What follows belongs to an exercise in optimizing a design on an open flow for small area; a production flow would make more cautious choices.
The RTL was checked by simulation tests, not by an equivalence proof against the original design.
Power and IR drop assume default switching activity.

==> flow/design.v (excerpt) <==
module riscv_cpu (
    input wire clk,
    input wire rst,
    input wire [31:0] module_instr_in,
    input wire [31:0] module_read_data_in,
    output wire [31:0] module_pc_out,
    output wire [31:0] module_wr_data_out,
    output wire module_mem_wr_en,
    output wire module_mem_rd_en,
    output wire [31:0] module_read_addr,
    output wire [31:0] module_write_addr,
    output wire [3:0] module_write_byte_enable,
    output wire [2:0] module_load_type,
    input wire timer_interrupt,
    input wire software_interrupt,
    input wire external_interrupt,
    input wire icache_stall,
    output wire fence_i_signal
);
    integer k;
    reg  [31:0] pc;           
    reg  [31:0] d_ins;        
    reg         d_v;          
    reg  [31:0] e_ins;        
    reg         e_v;          
    reg  [31:0] m_res;        
    reg  [31:0] m_sd;         
    reg  [4:0]  m_rd;         
    reg         m_lv;         
  ...
export LEC_CHECK = 0
export CAP_MARGIN = 10
export CORE_MARGIN = 2
export CORE_UTILIZATION = 30
export PLACE_DENSITY = 0.75
export SLEW_MARGIN = 10
export SYNTH_HIERARCHICAL = 1
create_clock -name core_clock -period 10.0 [get_ports {clk}]
standard.sh (not shown) runs the stock make flow with config.mk's settings and CLKGATE_MAP_FILE= SYNTH_SCRIPT=/design/flow/synth_recipe.tcl, a recipe that flattens the netlist after the stock synthesis.
==> flow/flow/run.sh <==
#!/bin/bash
# The standard layout (the standard.sh, standard synthesis unchanged) with
# two changes after synthesis:
#  - port buffers use the smallest buffer cell instead of clkdlybuf4s50_1;
#  - CTS uses clkbuf_8, clusters up to 16 sinks within 50 um, and inserts no dummy loads.
# The make output of every step goes to run_std.log here; each ORFS tool keeps
# its own log under orfs/logs/.
set -euo pipefail
bash standard.sh \
  "BUFFER_PORTS_ARGS=-buffer_cell sky130_fd_sc_hd__buf_1" \
  "CTS_ARGS=-sink_clustering_enable -repair_clock_nets -sink_clustering_size 16 -sink_clustering_max_diameter 50 -dont_use_dummy_load -buf_list sky130_fd_sc_hd__clkbuf_8" \
  finish > run_std.log 2>&1
The starting point produced a clean layout.
Next try:
--- a/flow/design.v
+++ b/flow/design.v
@@ -342,20 +342,26 @@
     wire eq = &sump[31:0];
     wire shl = (f3 == 3'd1);
     reg  [31:0] shin, shout;
     always @(*) begin
         for (k = 0; k < 32; k = k + 1) shin[k] = shl ? rs1[31-k] : rs1[k];
     end
     wire [31:0] shr = $signed({f7[5] & ~shl & rs1[31], shin}) >>> opb[4:0];
     always @(*) begin
         for (k = 0; k < 32; k = k + 1) shout[k] = shr[31-k];
     end
+    wire [31:0] alu = ({32{f3 == 3'd0}} & sum[31:0]) |
+                      ({32{f3 == 3'd1}} & shout) |
+                      ({32{f3 == 3'd5}} & shr) |
+                      ({32{f3[2:1] == 2'b01}} & {31'b0, lt}) |
+                      ({32{f3[2] & ~f3[0]}} & sump[31:0]) |
+                      ({32{f3[2] & f3[1]}} & sumg[31:0]);
     wire [28:0] pcm8;
     rdec #(29) dec_pc (.a(pc[31:3]), .s(pcm8));
     wire [31:0] e_pc = {pcm8, pc[2:0]};
     wire [31:0] pc_imm;
     bkadd #(32) addr_pc (.a(e_pc), .b(imm), .ci(1'b0), .s(pc_imm), .pv(), .gv());
     wire [31:0] pc_four = {pc[2] ? {pc[31:3], 1'b0} : {pcm8, 1'b1}, pc[1:0]};
     reg br_t;
     always @(*) begin
         case (f3)
             3'd0: br_t = eq;
@@ -372,27 +378,22 @@
     wire [31:0] jaddr = ({32{j_vec}} & mtvec) |
                         ({32{~j_vec & e_mret}} & mepc) |
                         ({32{~j_vec & e_jalr}} & {sum[31:1], 1'b0}) |
                         ({32{~j_vec & (e_br | e_jal)}} & pc_imm);
     wire x_alu = ~intr & (e_rr | e_ri) & alu_v;
     wire x_adr = ~intr & (e_ldv | e_stv);
     wire x_lnk = ~intr & (e_jal | e_jalr);
     wire x_lui = ~intr & e_lui;
     wire x_aui = ~intr & e_aui;
     wire x_csr = ~intr & e_csr;
-    wire x_sum = (x_alu & (f3 == 3'd0)) | x_adr;
-    wire [31:0] res = ({32{x_sum}} & sum[31:0]) |
-                      ({32{x_alu & (f3 == 3'd1)}} & shout) |
-                      ({32{x_alu & (f3 == 3'd5)}} & shr) |
-                      ({32{x_alu & (f3[2:1] == 2'b01)}} & {31'b0, lt}) |
-                      ({32{x_alu & f3[2] & ~f3[0]}} & sump[31:0]) |
-                      ({32{x_alu & f3[2] & f3[1]}} & sumg[31:0]) |
+    wire [31:0] res = ({32{x_alu}} & alu) |
+                      ({32{x_adr}} & sum[31:0]) |
                       ({32{x_lnk}} & pc_four) |
                       ({32{x_lui}} & imm) |
                       ({32{x_aui}} & pc_imm) |
                       ({32{x_csr}} & crd);
     assign fence_i_signal = e_fnc;
     wire stall_lu = e_ldv & (e_ins[11:7] != 5'd0) &
                     ((d_rs1v & (d_ins[19:15] == e_ins[11:7])) |
                      (d_rs2v & (d_ins[24:20] == e_ins[11:7])));
     wire cstall = stall_lu | icache_stall;
     wire [29:0] pc_next;
Result: With this change the flow produced a layout that fails on max-capacitance violations, max-slew violations. Setup slack loses 330 ps. Die area hardly moves. Critical path depth climbs by 1. Power is about the same. Cell area hardly moves. Global-route usage drops by 1.5 points. Routed wire length drops by 5.7%. Worst hold slack loses 33 ps. Non-clock buffer count drops by 30. Final cell count drops by 0.74%. Sequential power stays flat.

## afterwards: timing with drivers on the ports
Ports are ideal in the flow. The routed layouts listed here were re-timed in OpenROAD. Step 1, drivers: a clkbuf_16 drives clk and a buf_2 each remaining input, both assumed. Step 2, shift: input delay + t, output delay - t, t = (earliest + latest rising clock arrival at the registers) / 2. This alone moves slack from input paths to output paths. Slacks: no drivers / after step 1 / after step 2; pairs: no drivers / after step 1.
| run | t, ns | setup slack, ns | hold WS [ns] | worst register clock-pin slew, ns | worst slew at a driven data input, ns |
|---|---|---|---|---|---|
| the first run | 0.946 | 0.867 / 0.867 / 0.867 | 0.347 / 0.347 / 0.347 | 0.11 / 0.11 | 0.11 |
| the second run | 1.050 | 0.538 / 0.538 / 0.538 | 0.314 / 0.314 / 0.314 | 0.11 / 0.11 | 0.11 |
